Source: an optimization exercise on an open RTL-to-GDS flow (aim: small area). Production flows keep margins and buffers that such runs may drop.
In this exercise RTL edits were held to simulation tests only and were not proved equivalent to the original.
Power and IR drop assume default switching activity.

## flow/design.v (module list and top-level ports; edited modules follow where they fit)
// module vga640x480: 881 lines
// module bossBattleTop: 363 lines
module bossBattleTop(clk, btnRst, btnLeft, btnRight, btnShoot,
	seg, an, vgaRed, vgaGreen, vgaBlue, Hsync, Vsync
    );
  // ...
==> flow/run.sh <==
#!/bin/bash
# synth_recipe.tcl (not shown) runs the flow's synth.tcl, then flattens the netlist and writes it again
# the make line also repeats each setting of config.mk as NAME=value (left out here)
make -C /OpenROAD-flow-scripts/flow DESIGN_CONFIG=/design/flow/config.mk WORK_HOME=/design/flow/orfs CLKGATE_MAP_FILE= SYNTH_SCRIPT=/design/flow/synth_recipe.tcl finish
==> flow/config.mk <==
export PLATFORM = sky130hd
export DESIGN_NAME = bossBattleTop
export DESIGN_NICKNAME = bossBattleTop
export VERILOG_FILES = /design/flow/design.v
export SDC_FILE = /design/flow/constraint.sdc
export NUM_CORES = 4
export LEC_CHECK = 0
export CAP_MARGIN = 20
export CORE_MARGIN = 2
export CORE_UTILIZATION = 40
export SLEW_MARGIN = 20
==> flow/constraint.sdc <==
create_clock -name core_clock -period 10.0 [get_ports {clk}]
set_input_delay 2.0000 -clock core_clock [delete_from_list [all_inputs] [get_ports {clk}]]
set_output_delay 2.0000 -clock core_clock [all_outputs]
set_load 0.01 [all_outputs]
==> results.cfg, run 1 <==
[yosys]
synth.most_common_cell = inv_1
synth.yosys.seq_area_share_pct = 25.85
netlist_instances = 1823
yosys.cell_types.count = 95
async_flop_share_pct = 1.117

[route]
remaining_drc_errors = 0
wire_per_inst_um = 20.11
totalWireLength_mm = 46.72

[cells_and_area]
multi_input_area_share_pct = 62.23
stdcell_count = 2323
multi_input_area_mm2 = 0.01029
n_antenna_cell = 0

[sta]
layout_setup_ws_ps = 1266
fin_crit_ps = 8734

[cts]
ctsResizeCount = 0
cts_setup_buffers = 0
clockRootBuffer = clkbuf_16
cts_hold_buf = 0

[floorplanning]
tap_cells = 511

[power]
leakagePower_nw = 6.550
power_mw = 1.608
seqPwrFrac_pct = 48.3
p_int_mw = 1.145
comb_power_share_pct = 9.3
power_leader = registers

[run_status]
status = no timing/DRC/antenna violations

[critical_path]
crit_chain = inv_1, fa_1, fa_1, fa_1, fa_1, inv_1, fa_1, inv_1, fa_1, fa_1, inv_1, fa_1, ha_1, nand2b_1, o31a_1, a32oi_1, a41oi_1, o31a_1, nand4b_1, a211oi_1, clkdlybuf4s50_1
cp_num_buf_inv = 5
cp-endpoint = vgaGreen[1]
==> run 2: changes to the inputs <==
==> flow/flow/run.sh (new file) <==
#!/bin/bash
# Layout flow: the standard flow (standard.sh, unchanged synthesis and steps), with one
# change: clock tree synthesis adds no dummy loads to balance the tree.
set -euo pipefail
export CTS_ARGS="-sink_clustering_enable -repair_clock_nets -dont_use_dummy_load"
bash standard.sh 2>&1 | tee standard.log
==> flow/standard.sh (new file) <==
#!/bin/bash
# synth_recipe.tcl (not shown) runs the flow's synth.tcl, then flattens the netlist and writes it again
# the make line also repeats each setting of config.mk as NAME=value (left out here)
make -C /OpenROAD-flow-scripts/flow DESIGN_CONFIG=/design/flow/config.mk WORK_HOME=/design/flow/orfs CLKGATE_MAP_FILE= SYNTH_SCRIPT=/design/flow/synth_recipe.tcl "${@:-finish}"
removed: flow/run.sh
==> run 2 against run 1 <==
Compared with the run above:
- clock skew grew 14 ps
- setup slack gained 13 ps
- non-clock buffer count is the same
- highest routed layer unchanged
- critical path type unchanged
- die area is the same
- largest power group unchanged
==> results.cfg, run 2 <==
[power]
p_per_area_mw_per_mm2 = 90.88
swShare_pct = 25.71
comb_power_share_pct = 10.1
max-vdd-ir-drop_mv = 0.1001
power_mw = 1.488
p_sw_uw = 382.6
leakagePower_nw = 6.474
seqPwrFrac_pct = 52.2
p_int_mw = 1.106
clockPowerShare_pct = 37.7

[cells_and_area]
final_cell_mix = 172 x inv_1, 157 x nor2_1, 141 x dfxtp_1, 140 x nand2_1, 130 x ha_1
n_antenna_cell = 0
final_area_mm2 = 0.01638
drive_above_1_share_pct = 4.953
stdcell_count = 2308
final_common_cell = inv_1
fin_nets = 2007
largest_registers = itimer: 18 flops, u: 12 flops, vgaController.vc: 10 flops
fill_cells = 3820
area_growth_pct = 6.989
largest_register_ffs = 18
largest-register = itimer

[global_route]
grtUsageMet2_pct = 37.78
grt_pass1_wl_mm = 74.00
grt_pass1_vias = 12865
grt_max_degree = 50
use_met3_pct = 3.426
met1_usage_pct = 33.35
grt_antenna_before_repair = 0
track_usage_pct = 23.99
gr-total-overflow = 0
busiest_layer = met2

[yosys]
yosys.cell_types.count = 95
synth.most_common_cell = inv_1
synth_top_area_share_pct = 18.44
syn_nets = 2031
yosys-top-cells-area = dfxtp_1 18%, ha_1 11%, fa_1 9.5%, edfxtp_1 7.1%, inv_1 4.2%
synth_edf_count = 36
synth_area_mm2 = 0.01531
netlist_instances = 1823
yosysTopAreaCell = dfxtp_1
synth-main-ff-cell = dfxtp_1
async_flop_share_pct = 1.117
synth.yosys.seq_area_share_pct = 25.85
ys_ff_latch = 179
synth.top_cells.by_count = 172 x inv_1, 157 x nor2_1, 141 x dfxtp_1, 140 x nand2_1, 130 x ha_1
synth_warnings = 2
syn_area_per_cell_um2 = 8.397

[cts]
clk_path_buf_depth = 2
cts_setup_buffers = 0
cts_tree = built
htreeDepth = 4
cts.clk_slew.worst_paths_ps = 60
cts_buffers = 17
clock_latency_ps = 460
clockRootBuffer = clkbuf_16
cts_hold_buf = 0
cts_num_sinks = 179
ctsResizeCount = 0

[critical_path]
critical_path_class = reg2out
crit_path_start = u[3]
cp_num_buf_inv = 5
cp.arrival_ps = 6720
r2r_start = pJ[0]
cp-endpoint = vgaGreen[1]
crit_family = adder cells
r2r_slack_ps = 3810
crit_chain = inv_1, fa_1, fa_1, fa_1, fa_1, inv_1, fa_1, inv_1, fa_1, fa_1, inv_1, fa_1, ha_1, nand2b_1, o31a_1, a32oi_1, a41oi_1, o31a_1, nand4b_1, a211oi_1, clkdlybuf4s50_1
crit_slowest_cell = dfxtp_1
crit_path_frequent_cell = fa_1
reg2reg_to = playerHit
critPathMaxFanout = 18
critPathLaunchType = flip-flop
critical_path_depth = 21
crit_path_end_kind = output pin
cp_slowest_stage_delay_ps = 750
required_ps = 8000
rr_worst_depth = 22

[route]
firstDrtPassIters = 5
wire_per_inst_um = 20.24
dr_total_vias = 13649
drtIter0Drc = 1336
remaining_drc_errors = 0
drtAntennaViolNets = 0
totalWireLength_mm = 46.70
viasPerCell = 5.914

[hold_path]
hold_depth = 0
hold_path_class = reg2reg

[sta]
tightest_slew_ps = 1019
finalCritPeriodShare_pct = 87.21
fmax_ghz = 0.1147
setup_viol = 0
timing.slew.headroom_pct = 32.05
fin_crit_ps = 8721
rsz0062_at_grt = false
setup_tns_ps = 0
timing.hold.ws_ps = 357.1
report.final.slew_viol_count = 0
hold_violations = 0
fin_skew_ps = 27.86

[placed_design]
place_congestion = 0.9491
hpwlAfterDp_mm = 35.24
place_area_mm2 = 0.01595
placed_cells = 2291
portBuffers = 25

[floorplanning]
core-area_mm2 = 0.03767
die_w_um = 199.6
start_util_pct = 40.64
die_h_um = 199.6
io_pins = 27
die_area_mm2 = 0.03985
rows = 71

[run]
drv_cap = 0

[run_status]
status = no timing/DRC/antenna violations
run 2: cell families (layout without fill, tap and decap cells):
kind of cell	after synthesis	after routing	synth area share [%]
other	2	2	0.04906
adder cells (fa/ha/maj)	203	203	20.17
XOR/XNOR	43	43	2.460
buffers and inverters	266	240	6.964
AND/OR/NAND/NOR	682	682	23.55
multiplexers	35	35	2.321
AO/OA/AOI/OAI	413	413	18.64
flip-flops	179	179	25.85
run 2: how the worst min path moves through the flow:
stage	endpoint	from
6_report	arst_ff[0]	arst_ff[1]
5_1_grt	arst_ff[0]	arst_ff[1]
4_1_cts	arst_ff[0]	arst_ff[1]
3_5_place_dp	arst_ff[0]	arst_ff[1]
3_3_place_gp	arst_ff[0]	arst_ff[1]
2_1_floorplan	arst_ff[0]	arst_ff[1]
run 2: metrics by stage:
step / worst slack [ps] / utilization, %
2_1_floorplan: 2589 / -
3_3_place_gp: 2005 / 42.35
3_5_place_dp: 1752 / 42.35
4_1_cts: 1264 / 43.48
5_1_grt: 804.9 / 43.48
6_report: 1279 / 43.48
run 2: per-layer routing:
metal	share of wire, %	wire length (um)
met1	46	21350
met2	45	21130
met3	6.1	2844
met4	3.0	1380
met5	0	0
run 2: area by class of cell:
cell class	count	area [um2]	share of cell area [%]
multi-input combinational	1378	10290	62.86
sequential	179	3956	24.16
inverter	180	675.6	4.126
tap	511	639.4	3.904
clock buffer	17	425.4	2.598
timing repair buffer	43	385.4	2.353
run 2: power by group through the flow:
stage,logic (mW),registers (mW),clock network [mW]
floorplan,0.113,0.781,0
global placement,0.146,0.792,0
detailed placement,0.148,0.793,0
CTS,0.149,0.778,0.576
global route,0.169,0.780,0.602
finish,0.150,0.778,0.561
run 2: worst register-to-register path, delay by kind of cell, from the launching register on:
| family | cells | cell delay (ps) |
|---|---|---|
| DFF | 1 | 550 |
| AOI/OAI and AO/OA | 2 | 860 |
| buffers and inverters | 4 | 440 |
| and+or+nand+nor | 5 | 830 |
| adders and majority gates | 11 | 3440 |

==> afterwards: timing with drivers on the ports <==
Ports are ideal in the flow. The routed layouts listed here were re-timed in OpenROAD.
Step 1 (the two cells are an assumption about what drives the block):
set clk [get_ports {clk}]
set_driving_cell -lib_cell sky130_fd_sc_hd__clkbuf_16 $clk
set_driving_cell -lib_cell sky130_fd_sc_hd__buf_2 [delete_from_list [all_inputs] $clk]
Step 2 moves the port delays by t, midway between the first and last clock arrival at a register: inputs arrive t later, outputs are due t later. That takes back most of the time a late clock gives input paths.
Slacks: ideal / step 1 / step 2; pairs: ideal / step 1.
| run | t, ns | setup WS [ns] | worst setup path at the end | worst data-port slew with drivers (ns) |
|---|---|---|---|---|
| run 1 | 0.506 | 1.266 / 1.215 / 1.722 | register to output | 0.03 |
| run 2 | 0.497 | 1.279 / 1.226 / 1.723 | register to output | 0.03 |
After both steps every run listed still meets setup and hold.
